What follows belongs to an exercise in optimizing a design on an open flow for small area; a production flow would make more cautious choices.
Only simulation tests tie the RTL to the original design; equivalence was not proved.
Power and IR drop assume default switching activity.

==> design/flow/design.v <==
module Compare_fp(
    output ge,
    input [31:0] a,
    input [31:0] b
);
    wire [31:0] c;
    assign c[0] = ~a[31];
    genvar i;
    generate for (i = 0; i < 31; i = i + 1) begin : g
        assign c[i+1] = (a[i] & ~b[i]) | ((a[i] | ~b[i]) & c[i]);
    end endgenerate
    assign ge = (a[31] ^ b[31]) ? ~a[31] : (c[31] ^ a[31]);
endmodule
module addSub(
    output [31:0] o,
    input  [31:0] a,
    input  [31:0] b,
    input         s
);
    wire as_ = a[31];
    wire bs_ = b[31] ^ s;
    wire [31:0] cc;
    assign cc[0] = 1'b0;
    genvar i;
    generate for (i = 0; i < 31; i = i + 1) begin : gc
        assign cc[i+1] = (b[i] & ~a[i]) | ((b[i] | ~a[i]) & cc[i]);
    end endgenerate
    wire swap = cc[31];
    wire [30:0] xm = swap ? b[30:0] : a[30:0];
    wire [30:0] ym = swap ? a[30:0] : b[30:0];
    wire xs = swap ? bs_ : as_;
    wire ys = swap ? as_ : bs_;
    wire [7:0] xe = xm[30:23];
    wire [7:0] ye = ym[30:23];
    wire [7:0] sh;
    wire shc;
    rca #(8) ush(.s(sh), .co(shc), .a(xe), .b(~ye), .ci(1'b1));
    wire far = (sh[7:5] != 3'b0) | (sh[4:3] == 2'b11);
    wire [23:0] y0 = {1'b1, ym[22:0]};
    wire [23:0] y1 = sh[0] ? {1'b0,  y0[23:1]} : y0;
    wire [23:0] y2 = sh[1] ? {2'b0,  y1[23:2]} : y1;
    wire [23:0] y3 = sh[2] ? {4'b0,  y2[23:4]} : y2;
    wire [23:0] y4 = sh[3] ? {8'b0,  y3[23:8]} : y3;
    wire [23:0] y5 = sh[4] ? {16'b0, y4[23:16]} : y4;
    wire [23:0] ya = far ? 24'b0 : y5;
    wire sub = xs ^ ys;
    wire [23:0] t;
    wire tc;
    rca #(24) uad(.s(t), .co(tc), .a({1'b1, xm[22:0]}), .b(ya ^ {24{sub}}), .ci(sub));
    wire [24:0] v0 = {tc & ~sub, t};
    wire z16 = (v0[24:9] == 16'b0);
    wire [24:0] v1 = z16 ? {v0[8:0], 16'b0} : v0;
    wire z8  = (v1[24:17] == 8'b0);
    wire [24:0] v2 = z8 ? {v1[16:0], 8'b0} : v1;
    wire z4  = (v2[24:21] == 4'b0);
    wire [24:0] v3 = z4 ? {v2[20:0], 4'b0} : v2;
    wire z2  = (v3[24:23] == 2'b0);
    wire [24:0] v4 = z2 ? {v3[22:0], 2'b0} : v3;
    wire z1  = ~v4[24];
    wire [24:0] v5 = z1 ? {v4[23:0], 1'b0} : v4;
    wire zero = ~v5[24];
    wire [4:0] lz = {z16, z8, z4, z2, z1};
    wire [7:0] k = 8'd1 - {3'b0, lz};
    wire [7:0] te;
    wire tec;
    rca #(8) uex(.s(te), .co(tec), .a(xe), .b(k), .ci(1'b0));
    assign o = zero ? 32'b0 : {xs, te, v5[23:1]};
endmodule
module srt_row(
    output [26:0] So,
    output [26:0] Co,
    output        qp,
    output        qn,
    input  [26:0] S,
    input  [26:0] C,
    input  [23:0] D
);
    wire [3:0] y;
    wire yc;
    rca #(4) ue(.s(y), .co(yc), .a(S[26:23]), .b(C[26:23]), .ci(1'b0));
    assign qp = ~y[3];
    assign qn = y[3] & ~(y[2] & y[1] & y[0]);
    wire [26:0] A = ({27{qp}} & ~{3'b000, D}) | ({27{qn}} & {3'b000, D});
    wire [26:0] s = S ^ C ^ A;
    wire [26:0] c = (S & C) | (S & A) | (C & A);
    assign So = {s[25:0], 1'b0};
    assign Co = {c[24:0], qp, 1'b0};
endmodule
module div(
    output [24:0] r,
    output [11:0] qp,
    output [11:0] qn,
    input  [26:0] in2r,
    input  [23:0] D
);
    wire [26:0] S [0:12];
    wire [26:0] C [0:12];
    assign S[0] = in2r;
    assign C[0] = 27'b0;
    genvar i;
    generate for (i = 0; i < 12; i = i + 1) begin : g
        srt_row u(.So(S[i+1]), .Co(C[i+1]), .qp(qp[11-i]), .qn(qn[11-i]),
                  .S(S[i]), .C(C[i]), .D(D));
    end endgenerate
    wire co;
    rca #(25) ucpa(.s(r), .co(co), .a(S[12][25:1]), .b(C[12][25:1]), .ci(1'b0));
endmodule
module rca #(parameter N = 8) (
    output [N-1:0] s,
    output         co,
    input  [N-1:0] a,
    input  [N-1:0] b,
    input          ci
);
    wire [N-1:0] p = a ^ b;
    wire [N-1:0] g = a & b;
    wire [N:0] c;
    assign c[0] = ci;
    genvar i;
    generate for (i = 0; i < N; i = i + 1) begin : g_c
        assign c[i+1] = g[i] | (p[i] & c[i]);
    end endgenerate
    assign s = p ^ c[N-1:0];
    assign co = c[N];
endmodule
module mul100(
    output [31:0] o,
    input  [31:0] a
);
    wire [23:0] m = {1'b1, a[22:0]};
    wire [28:0] t;
    wire [27:0] s9;
    wire c9;
    rca #(28) u1(.s(s9), .co(c9), .a({4'b0, m}), .b({1'b0, m, 3'b0}), .ci(1'b0));
    wire c25;
    rca #(29) u2(.s(t), .co(c25), .a({1'b0, s9}), .b({1'b0, m, 4'b0}), .ci(1'b0));
    wire hi = t[28];
    wire [7:0] e = a[30:23] + (hi ? 8'd7 : 8'd6);
    wire [22:0] f = hi ? t[27:5] : t[26:4];
    assign o = (a == 32'b0) ? 32'b0 : {a[31], e, f};
endmodule
module mul60(
    output [31:0] o,
    input  [31:0] a
);
    wire [23:0] m = {1'b1, a[22:0]};
    wire [27:0] t;
    wire co;
    rca #(28) u0(.s(t), .co(co), .a({m, 4'b0}), .b(~{4'b0, m}), .ci(1'b1));
    wire hi = t[27];
    wire [7:0] e = a[30:23] + (hi ? 8'd6 : 8'd5);
    wire [22:0] f = hi ? t[26:4] : t[25:3];
    assign o = (a == 32'b0) ? 32'b0 : {a[31], e, f};
endmodule
module Controler(
    output reg [2:0] State,
    input            reset,
    input            Clk
);
    always @(posedge Clk or negedge reset) begin
        if (reset == 0)
            State <= 3'd0;
        else if (State == 3'd6)
            State <= 3'd1;
        else if (State == 3'd7)
            State <= 3'd0;
        else
            State <= State + 3'd1;
    end
endmodule
module RGBtoHSV(
    output [31:0] H,
    output [31:0] S,
    output [31:0] V,
    output [31:0] S1,
    output [31:0] S2,
    output [31:0] Corner,
    output [31:0] Delta,
    output [31:0] Max,
    output [2:0]  State,
    input  [31:0] R,
    input  [31:0] G,
    input  [31:0] B,
    input         Clk,
    input         reset
);
    wire [2:0] st;
    Controler ctr(.State(st), .reset(reset), .Clk(Clk));
    assign State = st;
    wire s1 = (st == 3'd1);
    wire s2 = (st == 3'd2);
    wire s3 = (st == 3'd3);
    wire s4 = (st == 3'd4);
    wire s5 = (st == 3'd5);
    wire s6 = (st == 3'd6);
    wire s45 = s4 | s5;
    reg [31:0] rR, rG, rB;
    always @(posedge Clk) begin
        if (s1) begin
            rR <= R;
            rG <= G;
            rB <= B;
        end
    end
    wire geRG, geRB, geGB;
    Compare_fp cRG(.ge(geRG), .a(rR), .b(rG));
    Compare_fp cRB(.ge(geRB), .a(rR), .b(rB));
    Compare_fp cGB(.ge(geGB), .a(rG), .b(rB));
    wire mR = geRG & geRB;
    wire mG = ~mR & geGB;
    wire mB = ~mR & ~geGB;
    wire nB = geRB & geGB;
    wire nG = ~nB & geRG;
    wire nR = ~nB & ~geRG;
    wire [31:0] busMax = ({32{mR}} & rR) | ({32{mG}} & rG) | ({32{mB}} & rB);
    wire [31:0] cornerv = ({32{mG}} & 32'h42F00000) | ({32{mB}} & 32'h43700000);
    reg  [31:0] q1, q2, q3;
    wire aR = (s3 & mR) | (s45 & mB);
    wire aG = (s3 & mG) | (s45 & mR);
    wire aB = (s3 & mB) | (s45 & mG);
    wire aQ = s1 | s2;
    wire [31:0] busA = ({32{aR}} & rR) | ({32{aG}} & rG) | ({32{aB}} & rB) | ({32{aQ}} & q1);
    wire bR = (s3 & nR) | (s45 & mG);
    wire bG = (s3 & nG) | (s45 & mB);
    wire bB = (s3 & nB) | (s45 & mR);
    wire [31:0] busB = ({32{bR}} & rR) | ({32{bG}} & rG) | ({32{bB}} & rB)
                     | ({32{s1}} & cornerv) | ({32{s2}} & 32'h43B40000);
    wire [31:0] aso;
    addSub as0(.o(aso), .a(busA), .b(busB), .s(~aQ));
    wire [31:0] P;
    mul60 m60(.o(P), .a(aso));
    reg  [24:0] rem;
    reg  [10:0] exr;
    reg  [10:0] pst, nst;
    wire first = s1 | s3 | s5;
    wire [31:0] dvf = (s1 | s2) ? 32'h40233333 : ((s3 | s4) ? busMax : q3);
    wire [31:0] ddf = s1 ? busMax : (s3 ? aso : {exr[8:0], rem[22:0]});
    wire [23:0] fc;
    assign fc[0] = 1'b1;
    genvar i;
    generate for (i = 0; i < 23; i = i + 1) begin : gfc
        assign fc[i+1] = (ddf[i] & ~dvf[i]) | ((ddf[i] | ~dvf[i]) & fc[i]);
    end endgenerate
    wire ge = fc[23];
    wire [23:0] nm = {1'b1, ddf[22:0]};
    wire [26:0] in2r = first ? (ge ? {3'b000, nm} : {2'b00, nm, 1'b0})
                             : {rem[24], rem, 1'b0};
    wire [24:0] rnew;
    wire [11:0] qp, qn;
    div dv(.r(rnew), .qp(qp), .qn(qn), .in2r(in2r), .D({1'b1, dvf[22:0]}));
    wire isFF = (dvf[30:0] == 31'b0);
    wire isZ  = (ddf == 32'b0);
    wire [7:0] ex = ddf[30:23] + 8'd127 - dvf[30:23] - {7'b0, ~ge};
    always @(posedge Clk) begin
        rem <= s4 ? {2'b01, P[22:0]} : rnew;
        exr <= s4 ? {2'b00, P[31:23]} : {isFF, isZ, ddf[31] ^ dvf[31], ex};
        pst <= qp[10:0];
        nst <= qn[10:0];
    end
    wire [23:0] qv;
    wire qc;
    rca #(24) ucv(.s(qv), .co(qc), .a({1'b1, pst, qp}), .b(~{1'b0, nst, qn}), .ci(~rnew[24]));
    wire [31:0] divres = exr[10] ? 32'hFFFFFFFF : (exr[9] ? 32'b0 : {exr[8:0], qv[22:0]});
    wire [31:0] hsel = (q1 == 32'hFFFFFFFF) ? 32'b0 : (q1[31] ? aso : q1);
    wire h1 = ~(s6 | s1 | s2);
    wire h2 = ~(s3 | s4);
    wire h3 = ~(s2 | s3);
    wire [31:0] q1n = ({32{s6}} & divres) | ({32{s1}} & aso) | ({32{s2}} & hsel) | ({32{h1}} & q1);
    wire [31:0] q2n = ({32{s3}} & q3) | ({32{s4}} & divres) | ({32{h2}} & q2);
    wire [31:0] q3n = ({32{s2}} & divres) | ({32{s3}} & aso) | ({32{h3}} & q3);
    always @(posedge Clk) begin
        q1 <= q1n;
        q2 <= q2n;
        q3 <= q3n;
    end
    assign Max    = busMax;
    assign S1     = busA;
    assign S2     = busB;
    assign Corner = cornerv;
    assign Delta  = q3;
    assign V      = q2;
    mul100 m100(.o(S), .a(q2));
    assign H      = q1;
endmodule
==> design/flow/flow/run.sh <==
#!/bin/bash
# Standard synthesis, then the combinational logic between the standard
# synthesis's registers, full adders and tie cells is mapped again by ABC for
# area (registers keep their names and cells), then the standard layout
# with sky130_fd_sc_hd__buf_1 as the port buffer.
set -euo pipefail
R=orfs/results/${FLOW_PLATFORM}/RGBtoHSV/base
LIB=${FLOW_HOME}/platforms/${FLOW_PLATFORM}/lib/sky130_fd_sc_hd__tt_025C_1v80.lib
bash standard.sh synth > synth.log 2>&1
cp $R/1_2_yosys.v $R/1_2_yosys.std.v
DU=$(sed -n '/^export DONT_USE_CELLS/,/^$/p' ${FLOW_HOME}/platforms/${FLOW_PLATFORM}/config.mk | grep -o 'sky130_fd_sc_hd__[a-z0-9_]*' | sed 's/^/-dont_use /' | tr '\n' ' ')
sed -e "s#@LIB@#${LIB}#g" -e "s#@IN@#$R/1_2_yosys.std.v#g" -e "s#@OUT@#$R/1_2_yosys.v#g" -e "s#@DU@#${DU}#g" \
    flow/resyn.ys.in > resyn.ys
yosys -s resyn.ys > resyn.log 2>&1
bash standard.sh "BUFFER_PORTS_ARGS=-buffer_cell sky130_fd_sc_hd__buf_1" finish > standard.log 2>&1
==> design/flow/flow/resyn.ys.in <==
read_liberty -ignore_miss_func @LIB@
read_verilog @IN@
hierarchy -top RGBtoHSV
blackbox sky130_fd_sc_hd__fa_1 sky130_fd_sc_hd__edfxtp_1 sky130_fd_sc_hd__dfxtp_1 sky130_fd_sc_hd__dfrtp_1 sky130_fd_sc_hd__conb_1
flatten
opt_clean
abc -liberty @LIB@ @DU@ -script +&get,-n;&st;&dch;&nf,-R,1000;&put;topo;dnsize
opt_clean -purge
stat -liberty @LIB@
write_verilog -noattr -noexpr -nohex -nodec @OUT@
==> design/flow/standard.sh <==
#!/bin/bash
# synth_recipe.tcl (not shown) runs the flow's synth.tcl, then flattens the netlist and writes it again
# the make line also repeats each setting of config.mk as NAME=value (left out here)
make -C /OpenROAD-flow-scripts/flow DESIGN_CONFIG=/design/flow/config.mk WORK_HOME=/design/flow/orfs CLKGATE_MAP_FILE= SYNTH_SCRIPT=/design/flow/synth_recipe.tcl "${@:-finish}"
==> design/flow/config.mk <==
export PLATFORM = sky130hd
export DESIGN_NAME = RGBtoHSV
export DESIGN_NICKNAME = RGBtoHSV
export VERILOG_FILES = /design/flow/design.v
export SDC_FILE = /design/flow/constraint.sdc
export NUM_CORES = 8
export LEC_CHECK = 0
export ABC_AREA = 1
export CAP_MARGIN = 0
export CORE_MARGIN = 2
export CORE_UTILIZATION = 60
export CTS_BUF_LIST = sky130_fd_sc_hd__clkbuf_8
export PLACE_DENSITY = 0.7
export SLEW_MARGIN = 0
==> design/flow/constraint.sdc <==
create_clock -name core_clock -period 100.0 [get_ports {Clk}]
set_input_delay 20.0000 -clock core_clock [delete_from_list [all_inputs] [get_ports {Clk}]]
set_output_delay 20.0000 -clock core_clock [all_outputs]
set_load 0.01 [all_outputs]
==> results by group, run 1 <==
Worst setup path
  – CP Data Arrival Time: 85620 ps
  – CP dominant cell by count: fa_1
  – Setup Crit Path Kind: flip-flop to flip-flop
  – Bufs and invs on worst path: 45
  – Critical Path End Type: flip-flop
  – Crit start category: flip-flop
  – Crit-path leading delay family: adder cells
  – RR Endpoint: q2[21]
  – Launching point of the worst reg2reg path: rR[31]
  – Reg2Reg Setup Slack: about 15000 ps
  – Slowest-stage cell, CP: clkinv_1
  – Largest stage delay on the critical path: about 800 ps
  – Worst Path Required: 100530 ps
  – Worst r2r path cells: ~360
  – Crit path max fanout: 94

Clocking
  – Number of CTS-inserted buffers: 46
  – Setup Fix Bufs, Post-CTS: 0
  – Clk slew on worst S/H paths: 60 ps
  – Clk Latency, worst-skew pair: around 730 ps
  – Resized cells post-CTS: 0
  – H-tree depth: 2
  – CTS root buf: clkbuf_8
  – CTS tree: yes
  – Worst-case clock buffer depth: 3
  – CTS Sinks: between 200 and 300
  – Post-CTS Hold Buffers: 0

STA
  – RSZ-0062 raised after global routing: false
  – Tmin final: around 85000 ps
  – Endpoints failing setup: 0
  – Final hold violation count: 0
  – Final worst-path cycle share: a little under nine tenths
  – Slew headroom: -0.5777%
  – Worst Tran Pin Value: 1493 ps
  – Final Max Slew Viols: 1
  – Setup Skew: 66.49 ps
  – Fin Setup TNS: 0 ps
  – WHS: 491.1 ps
  – Max Fclk: approximately 12 MHz

Power
  – Peak VDD IR: slightly above 10 uV
  – Switching Share: 25.64%
  – Clock Power Share: 49.2%
  – Seq pwr share: about half
  – Internal Power: 0.0001591 W
  – Switch Pwr: 0.00005486 W
  – Pwr dens: approximately 6.3 mW/mm2
  – Logic pwr share: less than 1%
  – Leakage: 12.99 nW

Flow run
  – Max capacitance violation total: 2

Route
  – Metal-1 WL: approximately 50000 um
  – DR DRC count: 0
  – Top layer in use: met5
  – Met2 WL: 51890 um
  – ANT nets after route: 0
  – DRT Pass-1 Iters: 12
  – Final wirelength: between 100000 and 150000 um
  – First-iteration detailed-routing DRC count: 6162
  – Total number of vias: between 30000 and 40000
  – Met3 WL: about 24000 um
  – Via/cell ratio: approximately 6.7
  – WL/cell: approximately 27 um

Min path
  – Min-Delay Path Class: flip-flop to flip-flop
  – Worst Hold End: q3[11]
  – Hold Path Origin: q3[11]
  – Worst hold stages: 2

Finish
  – Leading cell types in the layout, fill and taps excluded: nand2_1 (664), o21ai_0 (502), clkinv_1 (401), fa_1 (384), nor2_1 (371)
  – Final net count: 4770
  – Multi-input logic area: between 0.02 and 0.025 mm2
  – Commonest non-fill, non-tap cell in the layout: nand2_1
  – Synth-to-layout area growth: 13.68%
  – Final-layout fill cell count: 4313
  – Layout cells sized above 1: 5.001%
  – Layout Cells excl Fill: 4996
  – Register area: around 0.0060 mm2

Global routing
  – Number of global-route vias before repair: just over 30000
  – First-pass GRT wire length: ~200000 um
  – Initial antenna violation count: 5
  – GRT Util Overall: between 50% and 60%
  – Grt total ovfl: 0
  – Largest net degree at the start of global routing: 95

Synth
  – Cells after synthesis: 3778
  – Total of warnings raised by yosys: 3
  – Post-Syn Area: 0.03007 mm2
  – Syn_area_per_cell: around 8.0 um2

Floorplanning
  – Die H: between 200 and 250 um
  – Core area: approximately 0.05 mm2
  – # IOs: approximately 360
  – Die Width: 227.9 um
  – Die area: 0.05192 mm2
  – Row Count: just over 80
  – Initial Utilization: 60.30%

Outcome
  – Failed Checks: capacitance limit, slew limit
  – Status: complete, but fails checks

Placed design
  – Placed Cells incl. Taps: 4912
  – Routability cong.: around 1.1
  – Dpl hpwl: just over 100000 um
  – I/O Buffers: between 300 and 400
-- routing by layer --
metal / global-route usage, % / vias to the layer above
met3: 22.88 / 579
met5: 0 / -
met2: 67.55 / 2991
met1: 68.33 / 15750
li1: - / 14280
met4: 23.63 / 4
-- worst max-delay path by stage --
stage                        end    startpoint  depth (start not counted)
after floorplan           q3[22]  ctr.State[1]                        284
after global placement    q2[21]        rR[31]                        356
after global routing      q2[21]        rR[31]                        356
final                     q2[21]        rR[31]                        355
after detailed placement  q2[21]        rR[31]                        356
after CTS                 q2[21]        rR[31]                        356
-- power groups by stage --
stage / Clock [W] / Combinational (W) / Sequential, W
3_3_place_gp: 0 / 0.00000185 / 0.000109
3_5_place_dp: 0 / 0.00000192 / 0.000109
4_1_cts: 0.000103 / 0.00000193 / 0.000107
5_1_grt: 0.000107 / 0.00000215 / 0.000107
6_report: 0.000105 / 0.00000201 / 0.000107
2_1_floorplan: 0 / 0.000000414 / 0.000109
-- layout make-up --
cell class	instances	area share (%)
multi-input combinational	3150	66.82
antenna	5	0.03660
clock buffer	53	2.134
clock inverter	26	0.4942
sequential	253	17.67
timing repair buffer	438	5.985
tap	672	2.460
inverter	399	4.396
-- through the flow --
step | instance area, um2 | power, W | setup WS, ps | utilization (%)
after floorplan | 30160 | 0.0001095 | 4615 | -
after global placement | 33270 | 0.0001109 | 18320 | 66.72
after detailed placement | 33270 | 0.0001110 | 16750 | 66.72
after CTS | 34170 | 0.0002122 | 16410 | 68.53
after global routing | 34170 | 0.0002163 | 9295 | 68.53
final | 34180 | 0.0002140 | 14910 | 68.55
-- worst min-delay path: cells and delay by family (launching register included) --
kind,cells,cell delay [ps]
flops,1,340
simple gates,2,110
-- registers in the layout (all words and copies together) (netlist names) --
| signal | flops |
|---|---|
| ctr.State | 3 |
| rG | 32 |
| exr | 11 |
| nst | 11 |
| q2 | 32 |
| q3 | 32 |
| pst | 11 |
| rR | 32 |
| rem | 25 |
| q1 | 32 |
| rB | 32 |
==> run 2, diff against run 1 <==
--- a/design/flow/config.mk
+++ b/design/flow/config.mk
@@ -6,9 +6,9 @@
 export NUM_CORES = 8
 export LEC_CHECK = 0
 export ABC_AREA = 1
-export CAP_MARGIN = 0
+export CAP_MARGIN = 10
 export CORE_MARGIN = 2
 export CORE_UTILIZATION = 60
 export CTS_BUF_LIST = sky130_fd_sc_hd__clkbuf_8
 export PLACE_DENSITY = 0.7
-export SLEW_MARGIN = 0
+export SLEW_MARGIN = 10
==> run 2 against run 1 <==
Now clean on timing, DRC and antenna. Sequential share of layout area hardly changed. Die area is the same. Cell count about the same. Largest power group unchanged.
==> results by group, run 2 <==
Finish
  – Final-layout fill cell count: between 4000 and 5000
  – Leading cell types in the layout, fill and taps excluded: nand2_1 (664), o21ai_0 (501), clkinv_1 (401), fa_1 (384), nor2_1 (371)
  – Layout Cells excl Fill: 4997
  – Final net count: between 4000 and 5000
  – Layout cells sized above 1: approximately 5.0%
  – Finished Cell Area: 0.03418 mm2
  – Commonest non-fill, non-tap cell in the layout: nand2_1
  – Synth-to-layout area growth: 13.69%

Global routing
  – Largest net degree at the start of global routing: 95
  – Initial antenna violation count: 5
  – Met2 Usage GRT: between 60% and 70%
  – Met3 usage in global routing: between 20 and 25%
  – Number of global-route vias before repair: about 30000
  – First-pass GRT wire length: slightly below 200000 um
  – Grt met1 use: 68.33%
  – Grt total ovfl: 0
  – Layer with the highest usage: met1
  – GRT Util Overall: between 50 and 60%

Clocking
  – CTS root buf: clkbuf_8
  – Clk Latency, worst-skew pair: ~700 ps
  – H-tree depth: 2
  – Resized cells post-CTS: 0
  – Worst-case clock buffer depth: 3
  – Setup Fix Bufs, Post-CTS: 0
  – Clk slew on worst S/H paths: roughly 60 ps
  – Number of CTS-inserted buffers: between 40 and 50
  – CTS Sinks: between 200 and 300
  – Post-CTS Hold Buffers: 0
  – CTS tree: yes

Route
  – WL/cell: 26.64 um
  – Via/cell ratio: 6.728
  – Total number of vias: 33620
  – First-iteration detailed-routing DRC count: about 6200
  – Final wirelength: approximately 130000 um
  – DR DRC count: 0
  – ANT nets after route: 0
  – DRT Pass-1 Iters: 13

Power
  – Leakage: around 13 nW
  – Total chip power: ~0.00021 W
  – Peak VDD IR: 10.31 uV
  – Pwr dens: approximately 6.3 mW/mm2

Floorplanning
  – Die area: around 0.052 mm2
  – Core area: ~0.05 mm2
  – Die H: ~230 um
  – Initial Utilization: between 60% and 70%
  – Row Count: 82
  – # IOs: between 300 and 400
  – Die Width: approximately 230 um

STA
  – Tmin final: between 80000 and 90000 ps
  – Worst Tran Pin Value: between 1000 and 1500 ps
  – WHS: around 490 ps
  – RSZ-0062 raised after global routing: false
  – Setup Skew: 64.41 ps
  – Final Max Slew Viols: 0
  – Max Fclk: between 10 and 15 MHz
  – Fin Setup TNS: 0 ps
  – Slew headroom: ~5.3%
  – Final hold violation count: 0
  – Final worst-path cycle share: 85.11%
  – Endpoints failing setup: 0

Worst setup path
  – Largest stage delay on the critical path: between 700 and 800 ps
  – End of the critical path: q2[21]
  – Slowest-stage cell, CP: clkinv_1
  – RR Endpoint: q2[21]
  – Setup Crit Path Kind: flip-flop to flip-flop
  – Worst r2r path cells: 355
  – Reg2Reg Setup Slack: between 10000 and 15000 ps
  – CP dominant cell by count: fa_1
  – CP Launch Point: rR[31]
  – Critical Path End Type: flip-flop
  – Worst Path Required: slightly above 100000 ps
  – Crit start category: flip-flop
  – Crit path max fanout: 94
  – CP Data Arrival Time: ~86000 ps
  – Launching point of the worst reg2reg path: rR[31]

Synth
  – Cells after synthesis: around 3800
  – Post-Syn Area: 0.03007 mm2
  – Total of warnings raised by yosys: 3
  – Syn_area_per_cell: between 7 and 8 um2

Placed design
  – Routability cong.: 1.051
  – I/O Buffers: approximately 330
  – Placed Cells incl. Taps: just under 5000
  – Placed cell areas: about 0.033 mm2
  – Dpl hpwl: about 100000 um

Min path
  – Min-Delay Path Class: flip-flop to flip-flop

Flow run
  – Max capacitance violation total: 0

Outcome
  – Status: complete, no violations
-- run 2: through the flow --
step	utilization (%)	setup slack (ps)
2_1_floorplan	-	4615
3_3_place_gp	66.72	18320
3_5_place_dp	66.72	16750
4_1_cts	68.53	16410
5_1_grt	68.53	9295
6_report	68.56	14890
-- run 2: how the worst min path moves through the flow --
stage	from	end	slack, ps	cells past startpoint
after floorplan	q3[10]	q2[10]	480	2
final	q3[11]	q3[11]	490	2
after global routing	q3[11]	q3[11]	530	2
after global placement	q3[11]	q3[11]	470	2
after detailed placement	q3[11]	q3[11]	480	2
after CTS	q3[11]	q3[11]	490	2
-- run 2: routing by layer --
layer,part of all wire (%),vias to the layer above
met2,39,2969
met4,5.9,4
met5,0.020,-
met1,37,15800
li1,-,14290
met3,18,565
-- run 2: where the power goes --
group / leakage (nW) / internal, W / total (W) / switching [W]
combinational: 10.1 / 0.000000838 / 0.00000201 / 0.00000116
clock: 0.502 / 0.0000515 / 0.000105 / 0.0000535
sequential: 2.35 / 0.000107 / 0.000107 / 0
-- run 2: final cells by class --
class                           count  area [um2]  share of cell area (%)
Multi-Input combinational cell   3150       22840                   66.82
Sequential cell                   253        6041                   17.67
Timing Repair Buffer              438        2046                   5.984
Inverter                          399        1503                   4.396
Tap cell                          672       840.8                   2.460
Clock buffer                       53       729.5                   2.134
Clock inverter                     26       168.9                  0.4941
Antenna cell                        6       15.01                 0.04392
-- run 2: critical path, delay by kind of cell (launching register included) --
kind                       cells  cell delay (ps)
AOI/OAI and AO/OA            110            19610
xor gates and xnor gates      33             5880
adders and majority gates     86            35820
buffers and inverters         45             9960
DFF                            1              390
muxes                          1              400
and+or+nand+nor               80            12710
==> run 3, diff against run 2 <==
==> design/flow/config.mk (replaced) <==
export PLATFORM = sky130hd
export DESIGN_NAME = RGBtoHSV
export DESIGN_NICKNAME = RGBtoHSV
export VERILOG_FILES = /design/flow/design.v
export SDC_FILE = /design/flow/constraint.sdc
export NUM_CORES = 8
export LEC_CHECK = 0
export ABC_AREA = 1
export CAP_MARGIN = 20
export CORE_MARGIN = 2
export CORE_UTILIZATION = 45
export CTS_BUF_LIST = sky130_fd_sc_hd__clkbuf_8
export PLACE_DENSITY = 0.6
export SLEW_MARGIN = 20
==> run 3 against run 2 <==
Sequential share of layout area fell by 0.19 points. Flip-flop and latch count stayed put. Design area up 1.1%. First-iteration DRC count shrank 31%. Non-clock buffer count up 7. Routed wire length increased by 0.17%. Largest cell class unchanged. Clock power is 5% higher. Power grew 2.4%.
==> results by group, run 3 <==
Floorplanning
  – Row Count: 94
  – Initial Utilization: ~46%
  – Die Width: around 260 um
  – Core area: about 0.066 mm2
  – Die area: ~0.07 mm2
  – Die H: ~260 um
  – # IOs: ~360

Worst setup path
  – Setup Crit Path Kind: flip-flop to flip-flop
  – End of the critical path: q3[22]
  – Reg2Reg Setup Slack: around 17000 ps
  – Largest stage delay on the critical path: between 600 and 700 ps
  – Critical Path End Type: flip-flop
  – Crit path max fanout: 94
  – Worst Path Required: between 100000 and 150000 ps
  – Crit start category: flip-flop
  – Launching point of the worst reg2reg path: rR[31]
  – CP Launch Point: rR[31]
  – RR Endpoint: q3[22]
  – CP Data Arrival Time: roughly 83000 ps
  – Slowest-stage cell, CP: buf_4
  – Worst r2r path cells: between 300 and 400
  – CP dominant cell by count: fa_1

Route
  – Final wirelength: between 100000 and 150000 um
  – Metal-1 WL: 55050 um
  – ANT nets after route: 0
  – DR DRC count: 0
  – DRT Pass-1 Iters: 10
  – Via/cell ratio: around 6.2
  – WL/cell: approximately 26 um
  – Total number of vias: ~32000
  – Met3 WL: roughly 18000 um
  – Top layer in use: met5
  – First-iteration detailed-routing DRC count: between 4000 and 5000
  – Met2 WL: 54260 um

Clocking
  – Setup Fix Bufs, Post-CTS: 0
  – Clk Latency, worst-skew pair: about 700 ps
  – Resized cells post-CTS: 0
  – CTS Sinks: 253
  – Worst-case clock buffer depth: 3
  – Number of CTS-inserted buffers: 49
  – CTS root buf: clkbuf_8
  – CTS tree: yes
  – Clk slew on worst S/H paths: 60 ps
  – Post-CTS Hold Buffers: 0
  – H-tree depth: 2

Finish
  – Layout cells sized above 1: ~5.2%
  – Final-layout fill cell count: between 6000 and 7000
  – Leading cell types in the layout, fill and taps excluded: nand2_1 (666), o21ai_0 (497), clkinv_1 (406), fa_1 (384), nor2_1 (368)
  – Multi-input logic area: approximately 0.023 mm2
  – Commonest non-fill, non-tap cell in the layout: nand2_1
  – Synth-to-layout area growth: 14.93%
  – Final net count: ~4800
  – Register area: 0.006041 mm2

Placed design
  – Routability cong.: ~1.0
  – Dpl hpwl: approximately 100000 um
  – I/O Buffers: between 300 and 400
  – Pre-CTS setup slack: roughly 18000 ps

Outcome
  – Status: complete, no violations

STA
  – Setup WS post-layout: roughly 17000 ps
  – Final worst-path cycle share: 82.51%
  – Setup Skew: approximately 54 ps
  – Final Max Slew Viols: 0
  – Tmin final: just over 80000 ps
  – Fin Setup TNS: 0 ps
  – Endpoints failing setup: 0
  – RSZ-0062 raised after global routing: false
  – Final hold violation count: 0
  – Slew headroom: between 20% and 30%
  – WHS: roughly 510 ps
  – Max Fclk: 12.12 MHz
  – Worst Tran Pin Value: between 1000 and 1500 ps

Global routing
  – GRT Util Overall: ~38%
  – Initial antenna violation count: 6
  – Grt total ovfl: 0
  – Number of global-route vias before repair: ~30000
  – Largest net degree at the start of global routing: 95
  – First-pass GRT wire length: about 200000 um

Synth
  – Syn_area_per_cell: a little under 8 um2
  – Total of warnings raised by yosys: 3
  – Cells after synthesis: between 3000 and 4000
  – Post-Syn Area: between 0.03 and 0.04 mm2

Min path
  – Min-Delay Path Class: flip-flop to flip-flop

Power
  – Leakage: between 10 and 15 nW
  – Peak VDD IR: 8.111 uV
  – Pwr dens: between 6 and 7 mW/mm2

Flow run
  – Max capacitance violation total: 0
## run 3: stage by stage
stage | std cells | total power (W) | instance area [um2] | util, %
3_3_place_gp | 5111 | 0.0001109 | 33580 | 50.89
3_5_place_dp | 5111 | 0.0001109 | 33580 | 50.89
5_1_grt | 5198 | 0.0002238 | 34540 | 52.35
2_1_floorplan | 3802 | 0.0001095 | 30160 | -
4_1_cts | 5198 | 0.0002193 | 34540 | 52.35
6_report | 5203 | 0.0002189 | 34560 | 52.37
## run 3: worst min path at each step
| stage | startpoint | endpoint | slack [ps] | depth (start not counted) |
|---|---|---|---|---|
| after CTS | q3[11] | q3[11] | 500 | 2 |
| after floorplan | q3[10] | q2[10] | 480 | 2 |
| final | q3[10] | q2[10] | 510 | 2 |
| after global placement | q3[11] | q3[11] | 490 | 2 |
| after global routing | q3[11] | q3[11] | 520 | 2 |
| after detailed placement | q3[11] | q3[11] | 490 | 2 |
## run 3: metal layers
layer  global-route usage (%)  up-vias
li1                         -    14340
met1                    53.70    15390
met2                    53.90     2155
met3                    12.57      333
met4                    13.51        2
met5                        0        -
## run 3: where the power goes
part / switching (W) / leakage (nW) / internal, W
clock: 0.0000541 / 0.532 / 0.0000561
combinational: 0.00000109 / 10.2 / 0.000000837
sequential: 0 / 2.35 / 0.000107
## run 3: critical path: cells and delay by family, from the launching register on
kind                       cells  cell delay (ps)
xor gates and xnor gates      35             5940
and+or+nand+nor               78            11440
buffers and inverters         43             9330
muxes                          1              400
AOI/OAI and AO/OA            108            18940
DFF                            1              400
adders and majority gates     86            35770
## run 3: layout make-up
class | instances | share of cell area [%]
antenna | 5 | 0.03621
clock buffer | 52 | 2.071
clock inverter | 35 | 0.7205
inverter | 399 | 4.349
multi-input combinational | 3150 | 66.14
sequential | 253 | 17.48
tap | 864 | 3.128
timing repair buffer | 445 | 6.072
==> run 4, diff against run 3 <==
--- a/design/flow/flow/run.sh
+++ b/design/flow/flow/run.sh
@@ -2,7 +2,8 @@
 # Standard synthesis, then the combinational logic between the standard
 # synthesis's registers, full adders and tie cells is mapped again by ABC for
 # area (registers keep their names and cells), then the standard layout
-# with sky130_fd_sc_hd__buf_1 as the port buffer.
+# with sky130_fd_sc_hd__buf_1 as the port buffer and a clock tree
+# without dummy loads.
 set -euo pipefail
 R=orfs/results/${FLOW_PLATFORM}/RGBtoHSV/base
 LIB=${FLOW_HOME}/platforms/${FLOW_PLATFORM}/lib/sky130_fd_sc_hd__tt_025C_1v80.lib
@@ -12,4 +13,5 @@
 sed -e "s#@LIB@#${LIB}#g" -e "s#@IN@#$R/1_2_yosys.std.v#g" -e "s#@OUT@#$R/1_2_yosys.v#g" -e "s#@DU@#${DU}#g" \
     flow/resyn.ys.in > resyn.ys
 yosys -s resyn.ys > resyn.log 2>&1
-bash standard.sh "BUFFER_PORTS_ARGS=-buffer_cell sky130_fd_sc_hd__buf_1" finish > standard.log 2>&1
+bash standard.sh "BUFFER_PORTS_ARGS=-buffer_cell sky130_fd_sc_hd__buf_1" \
+    "CTS_ARGS=-sink_clustering_enable -repair_clock_nets -dont_use_dummy_load -buf_list sky130_fd_sc_hd__clkbuf_8" finish > standard.log 2>&1
==> run 4 against run 3 <==
Still clean on timing, DRC and antenna. Cell count down 0.75%. Global-route usage is essentially flat. Register-to-register slack got worse by 40 ps. Sequential share of layout area is 0.15 points higher. Flip-flop and latch count did not move. Worst setup slack lost 37 ps. Via count fell by 0.66%. Core utilization down 0.44 points. Sequential power is essentially flat. Synthesized cell count unchanged. Critical path depth unchanged. Largest power group is now sequential cells.
==> results by group, run 4 <==
Outcome
  – Status: complete, no violations

Clocking
  – Number of CTS-inserted buffers: between 40 and 50
  – Clk Latency, worst-skew pair: just under 700 ps
  – Resized cells post-CTS: 0
  – CTS root buf: clkbuf_8
  – H-tree depth: 2
  – CTS tree: yes
  – Setup Fix Bufs, Post-CTS: 0
  – CTS Sinks: 253
  – Worst-case clock buffer depth: 3
  – Post-CTS Hold Buffers: 0
  – Clk slew on worst S/H paths: 60 ps

Worst setup path
  – RR Endpoint: q3[22]
  – Critical Path End Type: flip-flop
  – Setup Crit Path Kind: flip-flop to flip-flop
  – Crit path max fanout: 94
  – Worst r2r path cells: about 350
  – Launching point of the worst reg2reg path: rR[31]
  – Crit start category: flip-flop
  – CP Data Arrival Time: approximately 83000 ps
  – Reg2Reg Setup Slack: ~17000 ps
  – Largest stage delay on the critical path: 690 ps
  – Worst Path Required: between 100000 and 150000 ps
  – Slowest-stage cell, CP: clkinv_1
  – CP dominant cell by count: fa_1

Power
  – Logic pwr share: under 10%
  – Internal Power: ~0.00015 W
  – Switching Share: between 20% and 30%
  – Clock Power Share: 45.1%
  – Pwr dens: 5.789 mW/mm2
  – Switch Pwr: 0.00004780 W
  – Leakage: ~13 nW
  – Seq pwr share: between 50% and 60%
  – Peak VDD IR: roughly 8.6 uV

Min path
  – Hold Path Origin: q3[11]
  – Worst hold stages: 2
  – Worst Hold End: q3[11]
  – Min-Delay Path Class: flip-flop to flip-flop

Finish
  – Final net count: roughly 4800
  – Register area: between 0.006 and 0.007 mm2
  – Layout cells sized above 1: 4.795%
  – Leading cell types in the layout, fill and taps excluded: nand2_1 (666), o21ai_0 (497), clkinv_1 (398), fa_1 (384), nor2_1 (368)
  – Final-layout fill cell count: roughly 6600
  – Synth-to-layout area growth: 13.97%
  – Multi-input logic area: 0.02286 mm2
  – Commonest non-fill, non-tap cell in the layout: nand2_1

STA
  – Endpoints failing setup: 0
  – Tmin final: roughly 83000 ps
  – Setup Skew: around 90 ps
  – Worst Tran Pin Value: about 1100 ps
  – Final worst-path cycle share: roughly 83%
  – RSZ-0062 raised after global routing: false
  – Max Fclk: between 10 and 15 MHz
  – Slew headroom: between 20% and 30%
  – Fin Setup TNS: 0 ps
  – Final Max Slew Viols: 0
  – WHS: between 500 and 600 ps
  – Final hold violation count: 0

Floorplanning
  – Initial Utilization: 45.57%
  – Core area: 0.06598 mm2
  – Die Width: around 260 um
  – Die H: ~260 um
  – # IOs: 357
  – Die area: around 0.069 mm2
  – Row Count: 94

Route
  – Total number of vias: ~32000
  – WL/cell: between 20 and 30 um
  – DR DRC count: 0
  – Final wirelength: roughly 130000 um
  – DRT Pass-1 Iters: 10
  – ANT nets after route: 0
  – Via/cell ratio: around 6.2
  – First-iteration detailed-routing DRC count: about 4200

Synth
  – Syn_area_per_cell: 7.959 um2
  – Total of warnings raised by yosys: 3
  – Cells after synthesis: between 3000 and 4000
  – Post-Syn Area: roughly 0.03 mm2

Global routing
  – First-pass GRT wire length: about 200000 um
  – Number of global-route vias before repair: 29930
  – Grt total ovfl: 0
  – Initial antenna violation count: 6
  – GRT Util Overall: a little under two fifths
  – Largest net degree at the start of global routing: 95

Placed design
  – I/O Buffers: around 330
  – Routability cong.: around 1.0
  – Dpl hpwl: ~100000 um

Flow run
  – Max capacitance violation total: 0
## run 4: stage by stage
stage	setup WS, ps	utilization, %	cell area (um2)	cells	power (W)
after floorplan	4615	-	30160	3802	0.0001095
after global placement	19500	50.89	33580	5111	0.0001109
after detailed placement	18220	50.89	33580	5111	0.0001109
after CTS	17960	51.91	34250	5160	0.0001990
after global routing	10870	51.92	34260	5160	0.0002031
final	17450	51.93	34270	5164	0.0001984
## run 4: worst max-delay path, delay by kind of cell, from the launching register on
family	cells	cell delay, ps
adder cells (fa/ha/maj)	86	35820
AND/OR/NAND/NOR	78	11410
multiplexers	1	400
flip-flops	1	390
AO/OA/AOI/OAI	108	18990
buffers and inverters	43	9300
XOR/XNOR	35	5930
## run 4: routing by layer
metal	global-route usage, %	wire [um]	vias up
met2	53.97	53970	2153
met1	53.27	54490	15220
met4	13.42	5639	6
li1	-	-	14270
met3	13.09	18760	351
met5	0	45	-
## run 4: worst max path at each step
stage | start | end | slack (ps) | depth (start not counted)
2_1_floorplan | ctr.State[1] | q3[22] | 4610 | 284
3_3_place_gp | rG[31] | q3[22] | 19500 | 341
3_5_place_dp | rR[31] | q3[22] | 18220 | 351
4_1_cts | rR[31] | q3[22] | 17960 | 351
5_1_grt | rR[31] | q3[22] | 10870 | 351
6_report | rR[31] | q3[22] | 17450 | 351
## run 4: power groups by stage
stage	sequential [W]	clock [W]	combinational, W
5_1_grt	0.000107	0.0000940	0.00000220
3_3_place_gp	0.000109	0	0.00000189
6_report	0.000107	0.0000895	0.00000195
2_1_floorplan	0.000109	0	0.000000414
3_5_place_dp	0.000109	0	0.00000190
4_1_cts	0.000107	0.0000901	0.00000190
## run 4: cell type report
cell class | count | share of cell area [%]
clock buffers | 49 | 1.968
diodes | 4 | 0.02921
inverters | 399 | 4.385
repair buffers | 445 | 6.123
flip-flops and latches | 253 | 17.63
well taps | 864 | 3.155
multi-input cells | 3150 | 66.71
==> run 5, diff against run 4 <==
--- a/design/flow/flow/run.sh
+++ b/design/flow/flow/run.sh
@@ -14,4 +14,4 @@
     flow/resyn.ys.in > resyn.ys
 yosys -s resyn.ys > resyn.log 2>&1
 bash standard.sh "BUFFER_PORTS_ARGS=-buffer_cell sky130_fd_sc_hd__buf_1" \
-    "CTS_ARGS=-sink_clustering_enable -repair_clock_nets -dont_use_dummy_load -buf_list sky130_fd_sc_hd__clkbuf_8" finish > standard.log 2>&1
+    "CTS_ARGS=-sink_clustering_enable -repair_clock_nets -dont_use_dummy_load -buf_list sky130_fd_sc_hd__clkbuf_4 -sink_clustering_size 10" finish > standard.log 2>&1
==> run 5 against run 4 <==
Still clean. Non-clock buffer count stayed put. Sequential share of layout area is 0.050 points higher. Register-to-register slack hardly changed. First-iteration DRC count is 1.1% lower. Clock skew is 47 ps higher. Routed wire length is 0.20% higher. Design area is 0.28% lower. Critical endpoint unchanged. Largest power group unchanged.
==> results by group, run 5 <==
Outcome
  – Status: complete, no violations

Route
  – DRT Pass-1 Iters: 8
  – DR DRC count: 0
  – Via/cell ratio: 6.202
  – First-iteration detailed-routing DRC count: around 4200
  – Final wirelength: about 130000 um
  – Total number of vias: ~32000
  – ANT nets after route: 0
  – WL/cell: between 20 and 30 um

Finish
  – Finished Cell Area: between 0.03 and 0.04 mm2
  – Final core utilization: just over 50%
  – Layout cells sized above 1: roughly 5.4%
  – Final net count: approximately 4800
  – Synth-to-layout area growth: 13.64%
  – Commonest non-fill, non-tap cell in the layout: nand2_1
  – Final-layout fill cell count: roughly 6700
  – Leading cell types in the layout, fill and taps excluded: nand2_1 (666), o21ai_0 (497), clkinv_1 (398), fa_1 (384), nor2_1 (368)

STA
  – Setup WS post-layout: approximately 17000 ps
  – RSZ-0062 raised after global routing: false
  – Endpoints failing setup: 0
  – Tmin final: 82560 ps
  – Max Fclk: ~12 MHz
  – Worst Tran Pin Value: between 1000 and 1500 ps
  – Final Max Slew Viols: 0
  – Fin Setup TNS: 0 ps
  – Final worst-path cycle share: 82.56%
  – Slew headroom: between 10% and 20%
  – Final hold violation count: 0
  – Setup Skew: roughly 140 ps

Flow run
  – Max capacitance violation total: 0

Floorplanning
  – Die Width: ~260 um
  – Row Count: 94
  – Die H: 262.5 um
  – Initial Utilization: 45.57%
  – # IOs: between 300 and 400
  – Die area: slightly below 0.07 mm2
  – Core area: between 0.06 and 0.07 mm2

Worst setup path
  – Worst Path Required: about 100000 ps
  – Setup Crit Path Kind: flip-flop to flip-flop
  – CP Data Arrival Time: approximately 83000 ps
  – CP Launch Point: rR[31]
  – Crit-path leading delay family: adder cells
  – Largest stage delay on the critical path: ~700 ps
  – Crit path max fanout: between 90 and 100
  – CP dominant cell by count: fa_1
  – Critical Path End Type: flip-flop
  – Bufs and invs on worst path: 43
  – Crit start category: flip-flop
  – Launching point of the worst reg2reg path: rR[31]
  – Slowest-stage cell, CP: clkinv_1

Clocking
  – CTS Sinks: ~250
  – CTS tree: yes
  – Number of CTS-inserted buffers: 76
  – Resized cells post-CTS: 0
  – CTS root buf: clkbuf_4
  – H-tree depth: 3
  – Clk slew on worst S/H paths: around 60 ps
  – Setup Fix Bufs, Post-CTS: 0
  – Post-CTS Hold Buffers: 0
  – Worst-case clock buffer depth: 3
  – Clk Latency, worst-skew pair: just under 900 ps

Placed design
  – Placed cell areas: 0.03358 mm2
  – Routability cong.: ~1.0
  – I/O Buffers: approximately 330
  – Pre-CTS setup slack: approximately 18000 ps
  – Dpl hpwl: around 100000 um

Global routing
  – Initial antenna violation count: 5
  – First-pass GRT wire length: about 200000 um
  – Largest net degree at the start of global routing: 95
  – Number of global-route vias before repair: 30180
  – Grt total ovfl: 0
  – GRT Util Overall: between 30% and 40%

Synth
  – Post-Syn Area: 0.03007 mm2
  – Syn_area_per_cell: between 7 and 8 um2
  – Cells after synthesis: ~3800
  – Total of warnings raised by yosys: 3

Power
  – Switch Pwr: 0.00004670 W
  – Switching Share: ~25%
  – Logic pwr share: roughly 1%
  – Peak VDD IR: between 6 and 7 uV
  – Clock Power Share: 42.3%
  – Internal Power: around 0.00014 W
  – Total chip power: 0.0001886 W
  – Pwr dens: 5.520 mW/mm2
  – Leakage: about 13 nW
  – Seq pwr share: 56.7%

Min path
  – Min-Delay Path Class: flip-flop to flip-flop
  – Hold Path Origin: q3[10]
run 5: power groups by stage:
stage                     Sequential [W]  Combinational (W)  Clock [W]
after floorplan                 0.000109        0.000000414          0
after global placement          0.000109         0.00000189          0
after detailed placement        0.000109         0.00000190          0
after CTS                       0.000107         0.00000190  0.0000812
after global routing            0.000107         0.00000220  0.0000859
final                           0.000107         0.00000194  0.0000798
run 5: worst reg2reg max path, delay by kind of cell (launching register included):
family / cells / cell delay [ps]
AND/OR/NAND/NOR: 78 / 11510
XOR/XNOR: 35 / 5940
flip-flops: 1 / 390
AO/OA/AOI/OAI: 108 / 19120
multiplexers: 1 / 400
buffers and inverters: 43 / 9330
adder cells (fa/ha/maj): 86 / 35850
run 5: final timing paths:
check,to,depth (start not counted),slack [ps]
setup / recovery,q3[22],351,17440
hold / removal,q2[10],2,490
setup reg to reg,q3[22],351,17440
hold reg to reg,q2[10],2,490
max in group asynchronous,ctr.State[0],1,80840
min in group asynchronous,ctr.State[2],1,18950
run 5: cell type report:
type	count	area (um2)	share of cell area (%)
multi-input combinational	3150	22860	66.89
sequential	253	6041	17.68
timing repair buffer	445	2098	6.141
inverter	399	1503	4.398
tap	864	1081	3.164
clock buffer	76	570.5	1.670
antenna	8	20.02	0.05859
run 5: metrics by stage:
stage | instances | hold WS (ps)
floorplan | 3802 | 483.8
global placement | 5111 | 490.3
detailed placement | 5111 | 489.8
CTS | 5187 | 474.0
global route | 5190 | 508.6
finish | 5195 | 492.7
run 5: per-layer routing:
layer  track usage [%]  up-vias  part of all wire, %
li1                  -    14360                    -
met1             53.26    15350                   41
met2             54.09     2146                   41
met3             13.41      362                   14
met4             13.37        2                  4.3
met5                 0        -               0.0098
==> run 6, diff against run 5 <==
--- a/design/flow/design.v
+++ b/design/flow/design.v
@@ -129,11 +129,13 @@
 );
     wire [23:0] m = {1'b1, a[22:0]};
     wire [28:0] t;
-    wire [27:0] s9;
-    wire c9;
-    rca #(28) u1(.s(s9), .co(c9), .a({4'b0, m}), .b({1'b0, m, 3'b0}), .ci(1'b0));
+    wire [28:0] x0 = {5'b0, m};
+    wire [28:0] x1 = {2'b0, m, 3'b0};
+    wire [28:0] x2 = {1'b0, m, 4'b0};
+    wire [28:0] cs = x0 ^ x1 ^ x2;
+    wire [28:0] cc = (x0 & x1) | (x0 & x2) | (x1 & x2);
     wire c25;
-    rca #(29) u2(.s(t), .co(c25), .a({1'b0, s9}), .b({1'b0, m, 4'b0}), .ci(1'b0));
+    rca #(29) u2(.s(t), .co(c25), .a(cs), .b({cc[27:0], 1'b0}), .ci(1'b0));
     wire hi = t[28];
     wire [7:0] e = a[30:23] + (hi ? 8'd7 : 8'd6);
     wire [22:0] f = hi ? t[27:5] : t[26:4];
@@ -250,16 +252,24 @@
     div dv(.r(rnew), .qp(qp), .qn(qn), .in2r(in2r), .D({1'b1, dvf[22:0]}));
     wire isFF = (dvf[30:0] == 31'b0);
     wire isZ  = (ddf == 32'b0);
-    wire [7:0] ex = ddf[30:23] + 8'd127 - dvf[30:23] - {7'b0, ~ge};
+    wire [7:0] ex0, ex;
+    wire exc0, exc1;
+    rca #(8) uex0(.s(ex0), .co(exc0), .a(ddf[30:23]), .b(~dvf[30:23]), .ci(ge));
+    rca #(8) uex1(.s(ex), .co(exc1), .a(ex0), .b(8'h7F), .ci(1'b0));
     always @(posedge Clk) begin
         rem <= s4 ? {2'b01, P[22:0]} : rnew;
         exr <= s4 ? {2'b00, P[31:23]} : {isFF, isZ, ddf[31] ^ dvf[31], ex};
         pst <= qp[10:0];
         nst <= qn[10:0];
     end
-    wire [23:0] qv;
-    wire qc;
-    rca #(24) ucv(.s(qv), .co(qc), .a({1'b1, pst, qp}), .b(~{1'b0, nst, qn}), .ci(~rnew[24]));
+    wire [23:0] dp = {1'b1, pst, qp};
+    wire [23:0] dn = {1'b0, nst, qn};
+    wire [24:0] bw;
+    assign bw[0] = rnew[24];
+    generate for (i = 0; i < 24; i = i + 1) begin : gcv
+        assign bw[i+1] = dn[i] | (~dp[i] & bw[i]);
+    end endgenerate
+    wire [23:0] qv = (dp | dn) ^ bw[23:0];
     wire [31:0] divres = exr[10] ? 32'hFFFFFFFF : (exr[9] ? 32'b0 : {exr[8:0], qv[22:0]});
     wire [31:0] hsel = (q1 == 32'hFFFFFFFF) ? 32'b0 : (q1[31] ? aso : q1);
     wire h1 = ~(s6 | s1 | s2);
--- a/design/flow/config.mk
+++ b/design/flow/config.mk
@@ -6,9 +6,9 @@
 export NUM_CORES = 8
 export LEC_CHECK = 0
 export ABC_AREA = 1
-export CAP_MARGIN = 20
+export CAP_MARGIN = 10
 export CORE_MARGIN = 2
 export CORE_UTILIZATION = 45
-export CTS_BUF_LIST = sky130_fd_sc_hd__clkbuf_8
+export GPL_TIMING_DRIVEN = 0
 export PLACE_DENSITY = 0.6
-export SLEW_MARGIN = 20
+export SLEW_MARGIN = 10
==> run 6 against run 5 <==
Still clean on timing, DRC and antenna. Routed wire length fell by 6.5%. Critical path depth down 38. Flip-flop and latch count stayed put. Worst setup slack worse by 11000 ps. Count of clock-buffer cells in the layout shrank 3. First-iteration DRC count down 3.4%. Via count shrank 3.1%. Power is 0.29% lower. Hold slack improved by 8.7 ps. Highest routed layer is now met4.
==> results by group, run 6 <==
Synth
  – Syn_area_per_cell: approximately 8.0 um2
  – Total of warnings raised by yosys: 3
  – Post-Syn Area: a little under 0.03 mm2
  – Cells after synthesis: between 3000 and 4000

Floorplanning
  – # IOs: roughly 360
  – Die Width: between 200 and 300 um
  – Core area: approximately 0.066 mm2
  – Die area: between 0.06 and 0.07 mm2
  – Die H: 261.1 um
  – Row Count: 94
  – Initial Utilization: 45.31%

Route
  – Metal-1 WL: 51860 um
  – Via/cell ratio: between 6 and 7
  – DRT Pass-1 Iters: 7
  – WL/cell: between 20 and 25 um
  – Final wirelength: ~120000 um
  – ANT nets after route: 0
  – Top layer in use: met4
  – Total number of vias: approximately 31000
  – First-iteration detailed-routing DRC count: roughly 4000
  – Met3 WL: between 10000 and 15000 um
  – Met2 WL: between 50000 and 60000 um
  – DR DRC count: 0

Global routing
  – First-pass GRT wire length: 184400 um
  – Initial antenna violation count: 9
  – Number of global-route vias before repair: 28620
  – Grt total ovfl: 0
  – GRT Util Overall: between 30% and 40%
  – Largest net degree at the start of global routing: 76

Worst setup path
  – Launching point of the worst reg2reg path: rG[3]
  – Worst r2r path cells: around 310
  – CP Data Arrival Time: 93800 ps
  – Setup Crit Path Kind: flip-flop to flip-flop
  – Worst Path Required: just over 100000 ps
  – Slowest-stage cell, CP: a211oi_1
  – CP dominant cell by count: fa_1
  – Crit start category: flip-flop
  – Critical Path End Type: flip-flop
  – Largest stage delay on the critical path: 1020 ps
  – Crit path max fanout: 40
  – CP Launch Point: rG[3]

Clocking
  – Post-CTS Hold Buffers: 0
  – Worst-case clock buffer depth: 3
  – Clk Latency, worst-skew pair: roughly 860 ps
  – H-tree depth: 3
  – CTS tree: yes
  – CTS root buf: clkbuf_4
  – CTS Sinks: approximately 250
  – Number of CTS-inserted buffers: 73
  – Clk slew on worst S/H paths: about 60 ps

STA
  – Final Max Slew Viols: 0
  – Final hold violation count: 0
  – Worst Tran Pin Value: between 1000 and 1500 ps
  – RSZ-0062 raised after global routing: false
  – Slew headroom: under 10%
  – Setup Skew: between 50 and 60 ps
  – Max Fclk: about 11 MHz
  – Setup WS post-layout: ~6900 ps
  – Tmin final: 93110 ps
  – Final worst-path cycle share: between 90% and 100%
  – Endpoints failing setup: 0

Finish
  – Final core utilization: around 52%
  – Leading cell types in the layout, fill and taps excluded: nand2_1 (656), o21ai_0 (383), fa_1 (374), clkinv_1 (360), a21oi_1 (354)
  – Commonest non-fill, non-tap cell in the layout: nand2_1
  – Synth-to-layout area growth: 14.45%
  – Final net count: around 4700
  – Finished Cell Area: 0.03404 mm2
  – Layout cells sized above 1: around 4.7%

Min path
  – Min-Delay Path Class: flip-flop to flip-flop
  – Worst hold stages: 2
  – Hold Path Origin: q3[18]

Placed design
  – Placed cell areas: roughly 0.033 mm2
  – Dpl hpwl: about 100000 um
  – Routability cong.: a little under 1
  – Pre-CTS setup slack: 6759 ps
  – I/O Buffers: around 330

Outcome
  – Status: complete, no violations

Power
  – Leakage: about 13 nW
  – Peak VDD IR: 8.205 uV
  – Pwr dens: around 5.5 mW/mm2

Flow run
  – Max capacitance violation total: 0
## run 6: power breakdown
group	switching (W)	total [W]	internal, W
Sequential	0	0.000107	0.000107
Clock	0.0000462	0.0000792	0.0000330
Combinational	0.00000115	0.00000200	0.000000839
## run 6: cell type report
class | count | area (um2)
antenna | 8 | 20.02
clock buffer | 73 | 548.0
fill | 6535 | 31590
inverter | 363 | 1375
multi-input combinational | 3103 | 22810
sequential | 253 | 6042
tap | 864 | 1081
timing repair buffer | 388 | 2163
## run 6: worst max-delay path: cells and delay by family, from the launching register on
family	cells	cell delay [ps]
adder cells (fa/ha/maj)	81	33920
AO/OA/AOI/OAI	110	23810
AND/OR/NAND/NOR	58	16600
XOR/XNOR	27	8300
buffers and inverters	34	8040
multiplexers	3	1280
flip-flops	1	620
## run 6: timing repair
action                                 in CTS  in global routing
buffers inserted                            0                  0
setup endpoints to repair                   0                 16
endpoints found under the hold margin       0                  0
gates resized for setup                     0                  5
## run 6: worst paths after layout
| path | end | slack [ps] |
|---|---|---|
| max | q1[22] | 6890 |
| min | q2[18] | 500 |
| max reg2reg | q1[22] | 6890 |
| min reg2reg | q2[18] | 500 |
| max in group asynchronous | ctr.State[0] | 80830 |
| min in group asynchronous | ctr.State[1] | 18940 |
## run 6: per-layer routing
metal,global-route usage (%),vias to the layer above
met5,0,-
met3,7.791,259
met2,53.37,1813
li1,-,14030
met4,12.25,0
met1,52.07,15120
## run 6: through the flow
step | hold slack, ps | power (W) | TNS [ps] | instances
floorplan | 483.9 | 0.0001095 | 0 | 3719
global placement | 496.9 | 0.0001109 | -2425230 | 4914
detailed placement | 504.5 | 0.0001110 | 0 | 4971
CTS | 476.6 | 0.0001880 | 0 | 5044
global route | 495.0 | 0.0001934 | 0 | 5051
finish | 501.4 | 0.0001881 | 0 | 5052
==> run 7, diff against run 6 <==
--- a/design/flow/config.mk
+++ b/design/flow/config.mk
@@ -9,6 +9,5 @@
 export CAP_MARGIN = 10
 export CORE_MARGIN = 2
 export CORE_UTILIZATION = 45
-export GPL_TIMING_DRIVEN = 0
 export PLACE_DENSITY = 0.6
 export SLEW_MARGIN = 10
==> run 7 against run 6 <==
Count of clock-buffer cells in the layout rose by 4. Clock skew increased by 20 ps. Critical path type unchanged. Sequential share of layout area up 0.095 points. Routed wire length rose by 11%. Still clean. Global-route usage increased by 4.0 points. Synthesized cell count did not move. Core utilization decreased by 0.29 points. Die area is the same.
==> results by group, run 7 <==
Outcome
  – Status: complete, no violations

Route
  – First-iteration detailed-routing DRC count: between 4000 and 5000
  – ANT nets after route: 0
  – DRT Pass-1 Iters: 13
  – Total number of vias: 31980
  – Via/cell ratio: 6.272
  – DR DRC count: 0
  – WL/cell: 27.12 um
  – Final wirelength: ~140000 um

Global routing
  – Initial antenna violation count: 6
  – First-pass GRT wire length: roughly 200000 um
  – Layer with the highest usage: met2
  – GRT Util Overall: 40.04%
  – Grt met1 use: 56.43%
  – Met2 Usage GRT: about 57%
  – Grt total ovfl: 0
  – Met3 usage in global routing: about an eighth
  – Largest net degree at the start of global routing: approximately 110
  – Number of global-route vias before repair: just under 30000

Floorplanning
  – Initial Utilization: 45.31%
  – Row Count: 94
  – # IOs: about 360
  – Core area: 0.06563 mm2
  – Die H: ~260 um
  – Die Width: 261.1 um
  – Die area: between 0.06 and 0.07 mm2

STA
  – Setup Skew: between 70 and 80 ps
  – Endpoints failing setup: 0
  – Fin Setup TNS: 0 ps
  – RSZ-0062 raised after global routing: false
  – Final hold violation count: 0
  – Worst Tran Pin Value: ~1200 ps
  – WHS: around 520 ps
  – Max Fclk: 11.80 MHz
  – Tmin final: 84730 ps
  – Final Max Slew Viols: 0
  – Final worst-path cycle share: a little over four fifths
  – Slew headroom: between 20% and 30%

Power
  – Peak VDD IR: 7.160 uV
  – Total chip power: approximately 0.00019 W
  – Pwr dens: about 5.7 mW/mm2
  – Leakage: between 10 and 15 nW

Worst setup path
  – Largest stage delay on the critical path: just under 900 ps
  – Worst r2r path cells: ~330
  – Crit start category: flip-flop
  – Critical Path End Type: flip-flop
  – Crit path max fanout: around 110
  – Crit-path leading delay family: adder cells
  – Bufs and invs on worst path: 44
  – Critical path depth: 331
  – Setup Crit Path Kind: flip-flop to flip-flop
  – Slowest-stage cell, CP: clkinv_1
  – Worst Path Required: between 100000 and 150000 ps
  – CP dominant cell by count: fa_1
  – CP Data Arrival Time: 85410 ps

Synth
  – Cells after synthesis: around 3700
  – Total of warnings raised by yosys: 3
  – Post-Syn Area: 0.02974 mm2
  – Syn_area_per_cell: slightly above 8 um2

Clocking
  – Resized cells post-CTS: 0
  – H-tree depth: 3
  – CTS root buf: clkbuf_4
  – CTS tree: yes
  – CTS Sinks: 253
  – Setup Fix Bufs, Post-CTS: 0
  – Clk Latency, worst-skew pair: 850 ps
  – Post-CTS Hold Buffers: 0
  – Number of CTS-inserted buffers: between 70 and 80
  – Clk slew on worst S/H paths: ~60 ps
  – Worst-case clock buffer depth: 3

Finish
  – Final net count: about 4700
  – Commonest non-fill, non-tap cell in the layout: nand2_1
  – Layout cells sized above 1: roughly 5.4%
  – Leading cell types in the layout, fill and taps excluded: nand2_1 (659), o21ai_0 (384), fa_1 (374), clkinv_1 (362), a21oi_1 (355)
  – Layout Cells excl Fill: around 5100
  – Synth-to-layout area growth: 13.82%
  – Final-layout fill cell count: around 6500

Placed design
  – Routability cong.: roughly 1.0
  – Placed Cells incl. Taps: roughly 5000
  – I/O Buffers: ~330
  – Dpl hpwl: 106600 um

Min path
  – Worst hold stages: 2
  – Min-Delay Path Class: flip-flop to flip-flop

Flow run
  – Max capacitance violation total: 0
[run 7: final timing paths]
| check | to | slack [ps] | startpoint |
|---|---|---|---|
| min reg2reg | q3[26] | 520 | q3[26] |
| max in group asynchronous | ctr.State[0] | 80870 | reset |
| max | q1[22] | 15270 | rR[31] |
| min | q3[26] | 520 | q3[26] |
| min in group asynchronous | ctr.State[1] | 18970 | reset |
| max reg2reg | q1[22] | 15270 | rR[31] |
[run 7: area by class of cell]
type / count / area [um2] / area share (%)
sequential: 253 / 6041 / 17.85
tap: 864 / 1081 / 3.194
multi-input combinational: 3103 / 22740 / 67.18
timing repair buffer: 437 / 2038 / 6.022
clock buffer: 77 / 578.1 / 1.708
inverter: 363 / 1365 / 4.033
antenna: 2 / 5.005 / 0.01479
[run 7: power by group]
| group | total, W | internal (W) | switching [W] |
|---|---|---|---|
| logic | 0.00000206 | 0.000000838 | 0.00000121 |
| clock network | 0.0000830 | 0.0000347 | 0.0000483 |
| registers | 0.000107 | 0.000107 | 0 |
| total | 0.000192 | 0.000142 | 0.0000495 |
[run 7: worst register-to-register path: cells and delay by family (launching register included)]
family	cells	cell delay, ps
compound gates	108	19510
xor+xnor	32	5740
fa+ha+maj	81	33210
buf+inv	44	9950
flops	1	520
mux	4	1450
simple gates	62	14240
[run 7: per-stage QoR]
step | util (%) | setup WS [ps] | area (um2)
finish | 51.58 | 15270 | 33850
global route | 51.57 | 8785 | 33850
CTS | 51.57 | 16330 | 33840
detailed placement | 50.69 | 16580 | 33270
global placement | 50.69 | 18080 | 33270
floorplan | - | 6145 | 29830
[run 7: metal layers]
metal	share of wire (%)	wire, um
met4	4.8	6671
met5	0.030	41
met3	13	17500
met2	42	57660
met1	41	56390

## port drivers added, routing unchanged
The results above use ideal ports. As a check the final layouts listed here were re-extracted and re-timed, cells and wires unchanged.
Step 1 (the two cells are an assumption about what drives the block):
set clk [get_ports {Clk}]
set_driving_cell -lib_cell sky130_fd_sc_hd__clkbuf_16 $clk
set_driving_cell -lib_cell sky130_fd_sc_hd__buf_2 [delete_from_list [all_inputs] $clk]
Step 2, shift: input delay + t, output delay - t, t = (earliest + latest rising clock arrival at the registers) / 2. This alone moves slack from input paths to output paths.
Slacks: no drivers / after step 1 / after step 2; pairs: no drivers / after step 1.
run | shift t [ns] | slack for setup (ns) | hold WS [ns] | latest minus earliest clock arrival (ns) | slew at the worst register clock pin (ns)
run 1 | 0.754 | 14.910 / 14.910 / 14.910 | 0.491 / 0.491 / 0.491 | 0.066 / 0.067 | 0.09 / 0.09
run 2 | 0.752 | 14.889 / 14.889 / 14.889 | 0.491 / 0.491 / 0.491 | 0.064 / 0.065 | 0.09 / 0.09
run 3 | 0.744 | 17.486 / 17.486 / 17.486 | 0.506 / 0.506 / 0.506 | 0.053 / 0.053 | 0.07 / 0.07
run 4 | 0.706 | 17.450 / 17.450 / 17.450 | 0.506 / 0.506 / 0.506 | 0.090 / 0.089 | 0.07 / 0.07
run 5 | 0.867 | 17.440 / 17.440 / 17.440 | 0.493 / 0.493 / 0.493 | 0.138 / 0.138 | 0.07 / 0.07
run 6 | 0.889 | 6.888 / 6.888 / 6.888 | 0.501 / 0.501 / 0.501 | 0.056 / 0.057 | 0.07 / 0.07
run 7 | 0.879 | 15.268 / 15.268 / 15.268 | 0.521 / 0.521 / 0.521 | 0.076 / 0.076 | 0.07 / 0.07
